Background: an optimization exercise with open tools, aiming at small area and a short achievable clock period. Do not read the settings as production practice. Function was not checked in any run shown here: the RTL went through the layout flow alone. No activity file was given, so power comes from the tool's default toggle rates.

--- flow/config.mk ---
export PLATFORM = sky130hd
export DESIGN_NAME = Microprocessor
export DESIGN_NICKNAME = Microprocessor
export VERILOG_FILES = /design/flow/design.v
export SDC_FILE = /design/flow/constraint.sdc
export NUM_CORES = 4
export LEC_CHECK = 0
export CAP_MARGIN = 20
export CORE_MARGIN = 2
export CORE_UTILIZATION = 40
export SETUP_SLACK_MARGIN = 2.5
export SLEW_MARGIN = 20
export SYNTH_HIERARCHICAL = 1
export SYNTH_MINIMUM_KEEP_SIZE = 0
export TNS_END_PERCENT = 0
--- flow/constraint.sdc ---
create_clock -name core_clock -period 5.5 [get_ports {clk}]
set_input_delay 1.1000 -clock core_clock [delete_from_list [all_inputs] [get_ports {clk}]]
set_output_delay 1.1000 -clock core_clock [all_outputs]
set_load 0.01 [all_outputs]
--- flow/design.v ---
`timescale 1ns / 1ps
module AddrCand(
		input [4:0] r,
		output [4:0] c0,
		output [4:0] c1,
		output [4:0] c2,
		output [4:0] c3
	);
	assign c0 = r;
	assign c1 = {r[4] ^ (&r[3:0]), r[3] ^ (&r[2:0]), r[2] ^ (&r[1:0]), r[1] ^ r[0], ~r[0]};
	assign c3 = {r[4] ^ ~(|r[3:0]), r[3] ^ ~(|r[2:0]), r[2] ^ ~(|r[1:0]), r[1] ^ ~r[0], ~r[0]};
	assign c2 = {r[4] ^ ~(|r[3:1]), r[3] ^ ~(|r[2:1]), r[2] ^ ~r[1], ~r[1], r[0]};
endmodule
module AddrSel(
		input [15:0] sel,
		input [79:0] cand,
		output [4:0] addr
	);
	genvar j, k;
	generate
		for (j = 0; j < 5; j = j + 1) begin : g_bit
			wire [15:0] col;
			for (k = 0; k < 16; k = k + 1) begin : g_col
				assign col[k] = cand[k * 5 + j];
			end
			assign addr[j] = |(sel & col);
		end
	endgenerate
endmodule
module AddrDecode(
		input [1:0] rs,
		input [1:0] ic,
		output [15:0] sel
	);
	genvar s, c;
	generate
		for (s = 0; s < 4; s = s + 1) begin : g_s
			for (c = 0; c < 4; c = c + 1) begin : g_c
				assign sel[s * 4 + c] = (rs == s) & (ic == c);
			end
		end
	endgenerate
endmodule
`timescale 1ns / 1ps
`timescale 1ns / 1ps
module OpDecoder(
		input [1:0] op,
		output reg [6:0] seg
	);
	always @(op) begin
		case (op)
			2'd0: seg <= 7'b1110111;  
			2'd1: seg <= 7'b0111000;  
			2'd2: seg <= 7'b1101101;  
			2'd3: seg <= 7'b0001110;  
		endcase
	end
endmodule
`timescale 1ns / 1ps
module HexDecoder(
		input [3:0] bcd,
		output [6:0] seg
	);
	assign seg = bcd == 4'd0 ? 7'b0111111 :
		bcd == 4'd1 ? 7'b0000110 :
		bcd == 4'd2 ? 7'b1011011 :
		bcd == 4'd3 ? 7'b1001111 :
		bcd == 4'd4 ? 7'b1100110 :
		bcd == 4'd5 ? 7'b1101101 :
		bcd == 4'd6 ? 7'b1111101 :
		bcd == 4'd7 ? 7'b0000111 :
		bcd == 4'd8 ? 7'b1111111 :
		bcd == 4'd9 ? 7'b1101111 :
		bcd == 4'd10 ? 7'b1110111 :
		bcd == 4'd11 ? 7'b1111100 :
		bcd == 4'd12 ? 7'b0111001 :
		bcd == 4'd13 ? 7'b1011110 :
		bcd == 4'd14 ? 7'b1111001 :
		7'b1110001;
endmodule
`timescale 1ns / 1ps
module RegRead(
		input [1:0] sel,
		input [7:0] r0,
		input [7:0] r1,
		input [7:0] r2,
		input [7:0] r3,
		output reg [7:0] data
	);
	always @(*) begin
		case (sel)
			2'd0: data = r0;
			2'd1: data = r1;
			2'd2: data = r2;
			default: data = r3;
		endcase
	end
endmodule
module NextVal(
		input ld,
		input [7:0] ldata,
		input sel_alt,
		input [7:0] alt,
		input [7:0] hold,
		output [7:0] next
	);
	assign next = ld ? ldata : sel_alt ? alt : hold;
endmodule
`timescale 1ns / 1ps
module MemDecode(
		input [4:0] addr,
		input [31:0] valid,
		input write,
		output [31:0] rsel,
		output [31:0] we
	);
	wire [3:0] lo = 4'b0001 << addr[1:0];
	wire [7:0] hi = 8'b00000001 << addr[4:2];
	genvar a;
	generate
		for (a = 0; a < 32; a = a + 1) begin : g_sel
			assign rsel[a] = lo[a % 4] & hi[a / 4] & valid[a];
			assign we[a] = lo[a % 4] & hi[a / 4] & write;
		end
	endgenerate
endmodule
module MemRead(
		input [31:0] rsel,
		input [255:0] mem,
		output [7:0] data,
		output hit
	);
	genvar a, j;
	generate
		for (j = 0; j < 8; j = j + 1) begin : g_bit
			wire [31:0] col;
			for (a = 0; a < 32; a = a + 1) begin : g_col
				assign col[a] = mem[a * 8 + j];
			end
			assign data[j] = |(rsel & col);
		end
	endgenerate
	assign hit = |rsel;
endmodule
module MemInit(
		input [4:0] addr,
		output reg [7:0] value
	);
	always @(*) begin
		case (addr)
			5'd0: value = 8'h00;
			5'd1: value = 8'h01;
			5'd2: value = 8'h02;
			5'd3: value = 8'h03;
			5'd4: value = 8'h04;
			5'd5: value = 8'h05;
			5'd6: value = 8'h06;
			5'd7: value = 8'h07;
			5'd8: value = 8'h08;
			5'd9: value = 8'h09;
			5'd10: value = 8'h0a;
			5'd11: value = 8'h0b;
			5'd12: value = 8'h0c;
			5'd13: value = 8'h0d;
			5'd14: value = 8'h0e;
			5'd15: value = 8'h0f;
			5'd16: value = 8'h00;
			5'd17: value = 8'hff;
			5'd18: value = 8'hfe;
			5'd19: value = 8'hfd;
			5'd20: value = 8'hfc;
			5'd21: value = 8'hfb;
			5'd22: value = 8'hfa;
			5'd23: value = 8'hf9;
			5'd24: value = 8'hf8;
			5'd25: value = 8'hf7;
			5'd26: value = 8'hf6;
			5'd27: value = 8'hf5;
			5'd28: value = 8'hf4;
			5'd29: value = 8'hf3;
			5'd30: value = 8'hf2;
			default: value = 8'hf1;
		endcase
	end
endmodule
module LoadMerge(
		input [7:0] raw,
		input hit,
		input [7:0] init,
		output [7:0] data
	);
	assign data = raw | (init & {8{~hit}});
endmodule
`timescale 1ns / 1ps
module Microprocessor(
		input clk,
		input reset,
		input [7:0] instruction,
		output reg [7:0] pc,
		output [6:0] display_low,
		output [6:0] display_high,
		output [6:0] display_op,
		output [6:0] display_rs,
		output [6:0] display_rt,
		output [6:0] display_rd,
		output [4:0] display_pc
	);
	wire [1:0] op = instruction[7:6];
	wire [1:0] rs = instruction[5:4];
	wire [1:0] rt = instruction[3:2];
	wire [1:0] rd = instruction[1:0];
	wire [1:0] ic = instruction[1:0];
	wire [7:0] imm = {{7{instruction[1]}}, instruction[0]};
	wire is_add   = op == 2'b00;
	wire is_load  = op == 2'b01;
	wire is_store = op == 2'b10;
	wire is_jump  = op == 2'b11;
	reg [7:0] R [0:3];
	reg [7:0] M [0:31];
	reg [31:0] valid;
	reg [7:0] disp;
	wire [7:0] a, b;
	RegRead read_a(.sel(rs), .r0(R[0]), .r1(R[1]), .r2(R[2]), .r3(R[3]), .data(a));
	RegRead read_b(.sel(rt), .r0(R[0]), .r1(R[1]), .r2(R[2]), .r3(R[3]), .data(b));
	wire [79:0] cand;
	genvar g;
	generate
		for (g = 0; g < 4; g = g + 1) begin : g_cand
			AddrCand addr_cand(.r(R[g][4:0]),
				.c0(cand[(g * 4 + 0) * 5 +: 5]), .c1(cand[(g * 4 + 1) * 5 +: 5]),
				.c2(cand[(g * 4 + 2) * 5 +: 5]), .c3(cand[(g * 4 + 3) * 5 +: 5]));
		end
	endgenerate
	wire [15:0] asel;
	AddrDecode addr_dec(.rs(rs), .ic(ic), .sel(asel));
	wire [4:0] addr;
	AddrSel addr_sel(.sel(asel), .cand(cand), .addr(addr));
	wire [255:0] mem_flat;
	generate
		for (g = 0; g < 32; g = g + 1) begin : g_flat
			assign mem_flat[g * 8 +: 8] = M[g];
		end
	endgenerate
	wire [31:0] rsel, we;
	MemDecode mem_dec(.addr(addr), .valid(valid), .write(is_store), .rsel(rsel), .we(we));
	wire [7:0] mraw;
	wire hit;
	MemRead mem_read(.rsel(rsel), .mem(mem_flat), .data(mraw), .hit(hit));
	wire [7:0] init, mdata;
	MemInit mem_init(.addr(addr), .value(init));
	LoadMerge load_merge(.raw(mraw), .hit(hit), .init(init), .data(mdata));
	wire [7:0] sum = a + b;
	reg [7:0] flip;
	integer k;
	always @(*) begin
		for (k = 0; k < 8; k = k + 1) begin
			case (ic)
				2'd0: flip[k] = 1'b0;
				2'd1: flip[k] = &(a | ~((8'd1 << k) - 8'd1));
				2'd2: flip[k] = (k == 0) ? 1'b0 : ~|(a & ((8'd1 << k) - 8'd2));
				default: flip[k] = ~|(a & ((8'd1 << k) - 8'd1));
			endcase
		end
	end
	wire [7:0] ea = a ^ flip;
	wire [7:0] rnext [0:3];
	wire [7:0] dnext;
	generate
		for (g = 0; g < 4; g = g + 1) begin : g_rnext
			NextVal next_r(.ld(is_load & (rt == g)), .ldata(mdata),
				.sel_alt(is_add & (rd == g)), .alt(sum), .hold(R[g]), .next(rnext[g]));
		end
	endgenerate
	NextVal next_d(.ld(is_load), .ldata(mdata), .sel_alt(is_store), .alt(ea), .hold(sum), .next(dnext));
	always @(posedge reset or posedge clk) begin
		if (reset) begin
			R[0] <= 8'd0;
			R[1] <= 8'd0;
			R[2] <= 8'd0;
			R[3] <= 8'd0;
		end else begin
			R[0] <= rnext[0];
			R[1] <= rnext[1];
			R[2] <= rnext[2];
			R[3] <= rnext[3];
		end
	end
	integer i;
	always @(posedge clk) begin
		for (i = 0; i < 32; i = i + 1)
			if (we[i])
				M[i] <= b;
	end
	always @(posedge reset or posedge clk) begin
		if (reset)
			valid <= 32'd0;
		else
			valid <= valid | we;
	end
	always @(posedge reset or posedge clk) begin
		if (reset) begin
			pc <= 8'd0;
			disp <= 8'd0;
		end else begin
			pc <= pc + (is_jump ? imm + 8'd1 : 8'd1);
			disp <= dnext;
		end
	end
	assign display_pc = pc[4:0];
	HexDecoder d_low(.bcd(disp[3:0]), .seg(display_low));
	HexDecoder d_high(.bcd(disp[7:4]), .seg(display_high));
	HexDecoder d_rs(.bcd({2'b00, rs}), .seg(display_rs));
	HexDecoder d_rt(.bcd({2'b00, rt}), .seg(display_rt));
	HexDecoder d_rd(.bcd({2'b00, rd}), .seg(display_rd));
	OpDecoder d_op(.op(op), .seg(display_op));
endmodule
--- flow/run.sh ---
#!/bin/bash
# synth_recipe.tcl (not shown) runs the flow's synth.tcl, then flattens the netlist and writes it again
# the make line also repeats each setting of config.mk as NAME=value (left out here)
make -C /OpenROAD-flow-scripts/flow DESIGN_CONFIG=/design/flow/config.mk WORK_HOME=/design/flow/orfs CLKGATE_MAP_FILE= SYNTH_SCRIPT=/design/flow/synth_recipe.tcl finish
==> flow_summary.json, run 1 <==
{
  "status": "finished clean",
  "top_usage_layer": "met2",
  "num_vias": 11600,
  "grt_start_max_net_pins": 44,
  "muxShareOfSynthArea": 0.0494,
  "worst-path-max-fanout": 7,
  "area_growth_pct": 19.2,
  "top_level_ports": 65,
  "power_density_nw_per_um2": 515,
  "coreArea_sq_um": 41900,
  "fin_hold_ws_ps": 462,
  "wire_per_inst_microns": 23.4,
  "die_w_microns": 210,
  "min_period_ps": 4140,
  "synth-async-reset-ratio": 0.238,
  "worstSetupEndpointType": "register",
  "ir_worst_vdd_uv": 248,
  "synth_xor_area_frac": 0.0242,
  "yosysWarnings": 14,
  "dpl_cell_area_sq_um": 18100,
  "grtUsageTotal": 0.212,
  "avgSynthCellArea_sq_um": 12.7,
  "fin_area_sq_um": 20300,
  "met2_usage": 0.359,
  "netlist_area_sq_um": 17000,
  "stdcell_count": 2005,
  "cts-htree-levels": 2,
  "overflow": 0,
  "die_h_microns": 210,
  "relSlewSlack": 0.199,
  "num_rows": 75,
  "hold_class": "register to register",
  "clkSinkCount": 336,
  "remaining_drc_errors": 0,
  "leakage_nw": 7.49,
  "drive_above_1_share": 0.279,
  "crit_path_start_kind": "primary input",
  "antenna_found_initial": 0,
  "drv_cap": 0,
  "yosys_most_used_dff": "edfxtp_1",
  "use_met1": 0.289,
  "dp_cells": 1892,
  "finalSetupViolations": 0,
  "syn-instance-count": 1342,
  "fin_skew_ps": 24.3,
  "cts_root_buf": "clkbuf_16",
  "crit_arrival_ps": 4520,
  "clockBufferDepth": 3,
  "crit_required_ps": 5880,
  "wl_mm": 47.0,
  "viasPerCell": 5.81,
  "fin_nets": 1496,
  "numCtsBuffers": 36,
  "drv_slew": 0,
  "clk-insertion-delay-late_ps": 530,
  "totalPowerFinal_mw": 10.4,
  "grt_pass1_wl_mm": 71.6,
  "met3_usage": 0.0253,
  "fill_cells": 3655,
  "die_area_sq_um": 44200,
  "worstSetupPathType": "primary input to register",
  "synth-edff-count": 256,
  "dp_hpwl_mm": 31.5,
  "io_buffers": 61,
  "worst_pin_slew_ps": 1200,
  "rsz0062_at_grt": "yes",
  "synth_adder_area_share": 0.0361,
  "cts_hold_buf": 0,
  "cts_tree": "yes",
  "drt-initial-drc-count": 999,
  "synth_compound_area_frac": 0.122,
  "min_period_over_period": 0.753,
  "start_util": 0.406,
  "grt_pass1_vias": 11700,
  "hold_viol_final": 0,
  "yosysUniqueCellTypes": 70,
  "max_freq_mhz": 242,
  "synth_top_family_by_area": "simple AND/OR/NAND/NOR gates",
  "tns_ps": 0,
  "synth_seq_area_share": 0.569,
  "antenna_cells": 0,
  "synthSimpleGateAreaFrac": 0.134,
  "place_congestion": 0.912,
  "drt.antenna.violating_nets": 0,
  "dr.pass1.iters": 5,
  "synth-seq-cells": 336,
  "path_clk_slew_ps": 60
}
-- layout make-up --
cell class	count	area [sq um]	area share
Sequential cell	336	9700	0.478
Clock inverter	18	235	0.0116
Clock buffer	48	997	0.0491
Tap cell	539	674	0.0332
Timing Repair Buffer	167	1540	0.0760
Inverter	51	195	0.00962
Multi-Input combinational cell	846	6950	0.342
-- power breakdown --
part           internal, mW  switching, mW
clock network          1.52           1.00
registers              3.36          0.456
logic                  1.73           2.38
-- critical path, cell delays in order --
cell and delay, ps:
buf_8 110, buf_6 120, and4b_2 260, buf_6 120, a22o_1 180, a221oi_2 180, nand4_1 270, buf_12 230
and3b_2 240, and3_4 210, buf_6 150, a22oi_2 110, nand4_1 260, or4_4 590, a21o_4 240, nand2_1 70
o21ai_1 80
-- cells in the mapped netlist (all sizes together) (2+ instances only) --
library cell | n | area share
and3b | 4 | 0.0021
mux4 | 16 | 0.021
inv | 51 | 0.011
clkbuf | 17 | 0.0050
nor2 | 53 | 0.012
nand3 | 8 | 0.0026
or3 | 6 | 0.0022
nor4b | 4 | 0.0035
or2 | 36 | 0.013
and4 | 2 | 0.0011
nor4 | 11 | 0.0048
nand4b | 3 | 0.0015
and4b | 4 | 0.0024
xnor2 | 15 | 0.0077
fa | 2 | 0.0024
dfrtp | 80 | 0.12
a21o | 10 | 0.0044
ha | 46 | 0.034
xor2 | 32 | 0.016
nor3 | 25 | 0.0073
a22o | 20 | 0.010
nand2b | 29 | 0.014
or4 | 9 | 0.0042
mux2i | 48 | 0.028
a221oi | 20 | 0.011
nand2 | 78 | 0.017
and2b | 2 | 0.0010
nor3b | 8 | 0.0047
o22ai | 11 | 0.0040
a31oi | 6 | 0.0022
nand4bb | 3 | 0.0020
and4bb | 6 | 0.0044
nor2b | 6 | 0.0022
and3 | 37 | 0.014
edfxtp | 256 | 0.45
a21oi | 38 | 0.011
nand4 | 41 | 0.015
buf | 99 | 0.048
a211oi | 5 | 0.0037
o21ai | 52 | 0.016
and2 | 7 | 0.0026
a22oi | 128 | 0.058
-- Yosys stat by module, one instance, submodules excluded, excerpt --
| module | flip-flops and latches | copies in the design |
|---|---|---|
| AddrCand | 0 | 4 |
| AddrDecode | 0 | 1 |
| AddrSel | 0 | 1 |
| HexDecoder | 0 | 5 |
| LoadMerge | 0 | 1 |
| MemDecode | 0 | 1 |
| MemInit | 0 | 1 |
| MemRead | 0 | 1 |
| Microprocessor | 336 | 1 |
| NextVal | 0 | 5 |
| OpDecoder | 0 | 1 |
-- worst paths after layout --
kind / slack (ps) / depth (start not counted) / end / startpoint
setup / recovery: 1360 / 17 / R[3][1] / instruction[5]
min in group asynchronous: 1000 / 2 / pc[7] / reset
setup reg to reg: 1370 / 16 / R[3][1] / R[3][0]
hold reg to reg: 460 / 1 / valid[12] / valid[12]
hold / removal: 460 / 1 / valid[12] / valid[12]
max in group asynchronous: 3380 / 3 / R[3][1] / reset
-- registers in the layout, indices dropped and copies added, names as in the netlist --
name   count
M        256
R         32
disp       8
pc         8
valid     32
-- per-layer routing --
metal  wire, microns  vias to the layer above
met5               0                        -
met4            1110                        0
met3            2280                       71
met2           23100                      359
met1           20500                     5919
li1                -                     5296
-- cells by family (layout without fill, tap and decap cells) --
family                   Yosys count  count (layout)
multiplexers                      64              65
flip-flops                       336             336
XOR/XNOR                          47              47
AO/OA/AOI/OAI                    295             295
other                              1               6
AND/OR/NAND/NOR                  384             385
adder cells (fa/ha/maj)           48              48
buffers and inverters            167             284
-- cell usage in the layout, fill, tap and decap left out, types with 41 or more instances in the layout --
master / netlist / layout
o21ai_1: 46 / 43
nor2_1: 53 / 52
dfrtp_1: 80 / 69
a22oi_2: 4 / 47
buf_4: 49 / 86
nand4_1: 41 / 41
clkdlybuf4s50_1: 0 / 54
mux2i_1: 48 / 48
a22oi_1: 124 / 81
inv_1: 49 / 45
edfxtp_1: 256 / 256
nand2_1: 78 / 72
ha_1: 46 / 41
-- metrics by stage --
| stage | utilization | worst slack [ps] |
|---|---|---|
| after floorplan | - | 1450 |
| after global placement | 0.432 | 31.3 |
| after detailed placement | 0.432 | 32.3 |
| after CTS | 0.478 | 1410 |
| after global routing | 0.484 | 1310 |
| final | 0.484 | 1360 |
-- timing repair --
action | CTS | global route
resized for setup | 132 | 57
endpoints found under the setup margin | 373 | 370
endpoints found under the hold margin | 0 | 0
buffers inserted | 35 | 8
gates cloned | 3 | 1
pin swaps | 40 | 36
==> run 2, diff against run 1 <==
--- a/flow/config.mk
+++ b/flow/config.mk
@@ -10,6 +10,4 @@
 export CORE_UTILIZATION = 40
 export SETUP_SLACK_MARGIN = 2.5
 export SLEW_MARGIN = 20
-export SYNTH_HIERARCHICAL = 1
-export SYNTH_MINIMUM_KEEP_SIZE = 0
 export TNS_END_PERCENT = 0
==> flow_summary.json, run 2 <==
{
  "yosys_most_used_dff": "edfxtp_1",
  "whs_endpoint": "valid[30]",
  "crit_arrival_ps": 4640,
  "fill_cells": 3749,
  "totalPowerFinal_mw": 13.3,
  "p_sw_mw": 5.42,
  "syn-instance-count": 1489,
  "die_h_microns": 212,
  "dpl_cell_area_sq_um": 19800,
  "clockPowerShare": 0.200,
  "yosysWarnings": 8,
  "start_util": 0.403,
  "fin_nets": 1792,
  "numCtsBuffers": 38,
  "met3_usage": 0.0564,
  "worst_slack_ps": 1270,
  "synth-edff-count": 256,
  "leakage_nw": 8.34,
  "rsz0062_at_grt": "yes",
  "drv_cap": 0,
  "worstSetupEndpointType": "register",
  "place_congestion": 0.986,
  "die_w_microns": 212,
  "drv_slew": 0,
  "status": "finished clean",
  "grtUsageTotal": 0.273,
  "dp_cells": 2186,
  "relSlewSlack": 0.369,
  "yosysUniqueCellTypes": 86,
  "combPwrFrac": 0.511,
  "reg2reg_from": "R[2][1]",
  "p_seq_frac": 0.289,
  "finalSetupViolations": 0,
  "worst_pin_slew_ps": 947,
  "tns_ps": 0,
  "synth_seq_area_share": 0.563,
  "top_regs": "M (256), R (32), valid (32)",
  "use_met1": 0.353,
  "ff2ff_path_depth": 18,
  "holdPathStages": 1,
  "dr.pass1.iters": 5,
  "drt-initial-drc-count": 1449,
  "p_sw_frac": 0.407,
  "synth.most_common_cell": "edfxtp_1",
  "synth-async-reset-ratio": 0.238,
  "drt.antenna.violating_nets": 0,
  "max_freq_mhz": 236,
  "cts_root_buf": "clkbuf_16",
  "num_rows": 76,
  "layout_common_cells": "256 x edfxtp_1, 223 x buf_4, 115 x nand2_1",
  "path_clk_slew_ps": 60,
  "fin_hold_ws_ps": 461,
  "min_period_over_period": 0.769,
  "grt_pass1_wl_mm": 88.8,
  "top_level_ports": 65,
  "clk-insertion-delay-late_ps": 570,
  "ir_worst_vdd_uv": 288,
  "hold_class": "register to register",
  "top_register": "M",
  "fin_area_sq_um": 22100,
  "stdcell_count": 2298,
  "remaining_drc_errors": 0,
  "min_period_ps": 4230,
  "power_density_nw_per_um2": 602,
  "final_common_cell": "edfxtp_1",
  "drive_above_1_share": 0.291,
  "worstSetupPathType": "primary input to register",
  "num_vias": 13700,
  "crit_start": "instruction[1]",
  "cts_hold_buf": 0,
  "cts-htree-levels": 2,
  "viasPerCell": 5.95,
  "r2r-end": "R[1][7]",
  "overflow": 0,
  "avgSynthCellArea_sq_um": 11.6,
  "antenna_found_initial": 1,
  "fin_util": 0.517,
  "crit_path_start_kind": "primary input",
  "place_ws_ps": -145,
  "netlist_area_sq_um": 17200,
  "fin_skew_ps": 37.0,
  "grt_start_max_net_pins": 44,
  "io_buffers": 62,
  "met2_usage": 0.443,
  "hold_start": "valid[30]",
  "antenna_cells": 0,
  "intPower_mw": 7.90,
  "largest_reg_flops": 256,
  "dp_hpwl_mm": 41.6,
  "synth_top_area_cell": "edfxtp_1",
  "top_usage_layer": "met2",
  "grt_pass1_vias": 13400,
  "clkSinkCount": 336,
  "hold_viol_final": 0,
  "ys_top_cells_by_area": "edfxtp_1 45%, dfrtp_1 12%, ha_1 4.1%, a21oi_1 2.6%, nand2_1 2.5%",
  "coreArea_sq_um": 42800,
  "area_growth_pct": 28.5,
  "synth_top_area_frac": 0.446,
  "die_area_sq_um": 44700,
  "cts_tree": "yes",
  "crit_required_ps": 5910,
  "r2r_setup_slack_ps": 1320,
  "worst-path-max-fanout": 6,
  "clockBufferDepth": 3,
  "synth.cells.most_frequent": "256 x edfxtp_1, 116 x nand2_1, 101 x nor2_1",
  "wire_per_inst_microns": 26.4,
  "synth-seq-cells": 336,
  "wl_mm": 60.6
}
[run 2: cell count changes after synthesis, moves of 25 or more]
cell and delta:
nand3_1 +46, buf_6 -27, a21oi_1 +53, clkbuf_1 +59, nor2_1 +48, nand2_1 +38, a211oi_1 +43, o21ai_1 -45
buf_4 -32, o21ai_0 +34, and2_1 +25, a22oi_1 -71
[run 2: worst max path at each step]
| stage | to | slack, ps | depth (start not counted) |
|---|---|---|---|
| floorplan | disp[5] | 1220 | 18 |
| global placement | R[1][6] | -60 | 20 |
| detailed placement | R[0][6] | -150 | 20 |
| CTS | R[0][6] | 1300 | 20 |
| global route | R[1][6] | 1250 | 23 |
| finish | R[1][7] | 1270 | 19 |
[run 2: cell families (layout without fill, tap and decap cells)]
kind of cell,count (synthesis),count (layout),share of synthesized area
muxes,56,56,0.0440
other,1,2,0.000218
and+or+nand+nor,474,474,0.143
DFF,336,336,0.563
adders and majority gates,58,58,0.0430
xor gates and xnor gates,41,41,0.0208
buffers and inverters,172,434,0.0448
AOI/OAI and AO/OA,351,351,0.142
[run 2: power groups by stage]
| stage | clock [mW] | combinational [mW] | sequential [mW] |
|---|---|---|---|
| final | 2.67 | 6.81 | 3.85 |
| after global routing | 2.81 | 7.18 | 3.90 |
| after CTS | 2.71 | 6.47 | 3.85 |
| after detailed placement | 0 | 6.01 | 3.90 |
| after global placement | 0 | 5.96 | 3.90 |
| after floorplan | 0 | 3.55 | 3.62 |
[run 2: timing repair]
item / 4_1_cts / 5_1_grt
buffers inserted: 24 / 17
resized for setup: 117 / 50
setup endpoints to repair: 371 / 371
pin swaps: 41 / 29
cloned: 3 / 0
[run 2: cell type report]
class / count / area, sq um / share of cell area
multi-input combinational: 982 / 7420 / 0.335
clock buffer: 52 / 1060 / 0.0481
sequential: 336 / 9700 / 0.438
tap: 546 / 683 / 0.0309
timing repair buffer: 313 / 2810 / 0.127
clock inverter: 16 / 244 / 0.0110
inverter: 53 / 206 / 0.00933
[run 2: worst max-delay path, cell delays in order]
cell	delay [ps]
buf_4	140
ha_4	160
buf_4	140
buf_6	130
nand2b_4	70
o21ai_2	70
a2111oi_4	460
inv_2	130
ha_4	250
buf_8	150
and2_4	160
buf_4	140
a22oi_1	250
nor3_1	130
o21ai_1	190
nand4_1	280
nor4_4	400
buf_6	180
a31oi_1	80
[run 2: per-layer routing]
| metal | vias up | share of wire |
|---|---|---|
| met5 | - | 0 |
| met4 | 0 | 0.052 |
| met3 | 154 | 0.083 |
| met2 | 711 | 0.47 |
| met1 | 6751 | 0.40 |
| li1 | 6065 | - |

==> afterwards: timing with drivers on the ports <==
The flow's constraints put no driver on any port. The routed layouts listed below were extracted and timed again, unchanged, in two steps.
Step 1, drivers: a clkbuf_16 drives clk and a buf_2 each remaining input, both assumed.
Step 2 moves the port delays by t, midway between the first and last clock arrival at a register: inputs arrive t later, outputs are due t later. That takes back most of the time a late clock gives input paths.
Slacks: ideal ports / drivers / drivers and shift; pairs: ideal ports / drivers.
run	t, ns	setup slack, ns	latest minus earliest clock arrival (ns)	slew at the worst register clock pin (ns)	worst slew at a driven data input, ns
run 1	0.574	1.360 / 1.370 / 0.796	0.024 / 0.025	0.07 / 0.07	0.06
run 2	0.603	1.269 / 1.285 / 0.683	0.038 / 0.037	0.06 / 0.06	0.05
After both steps every run listed still meets setup and hold. The setup slack of run 2, which loses most, moves by +0.016 ns with the drivers and by -0.586 ns with both steps.
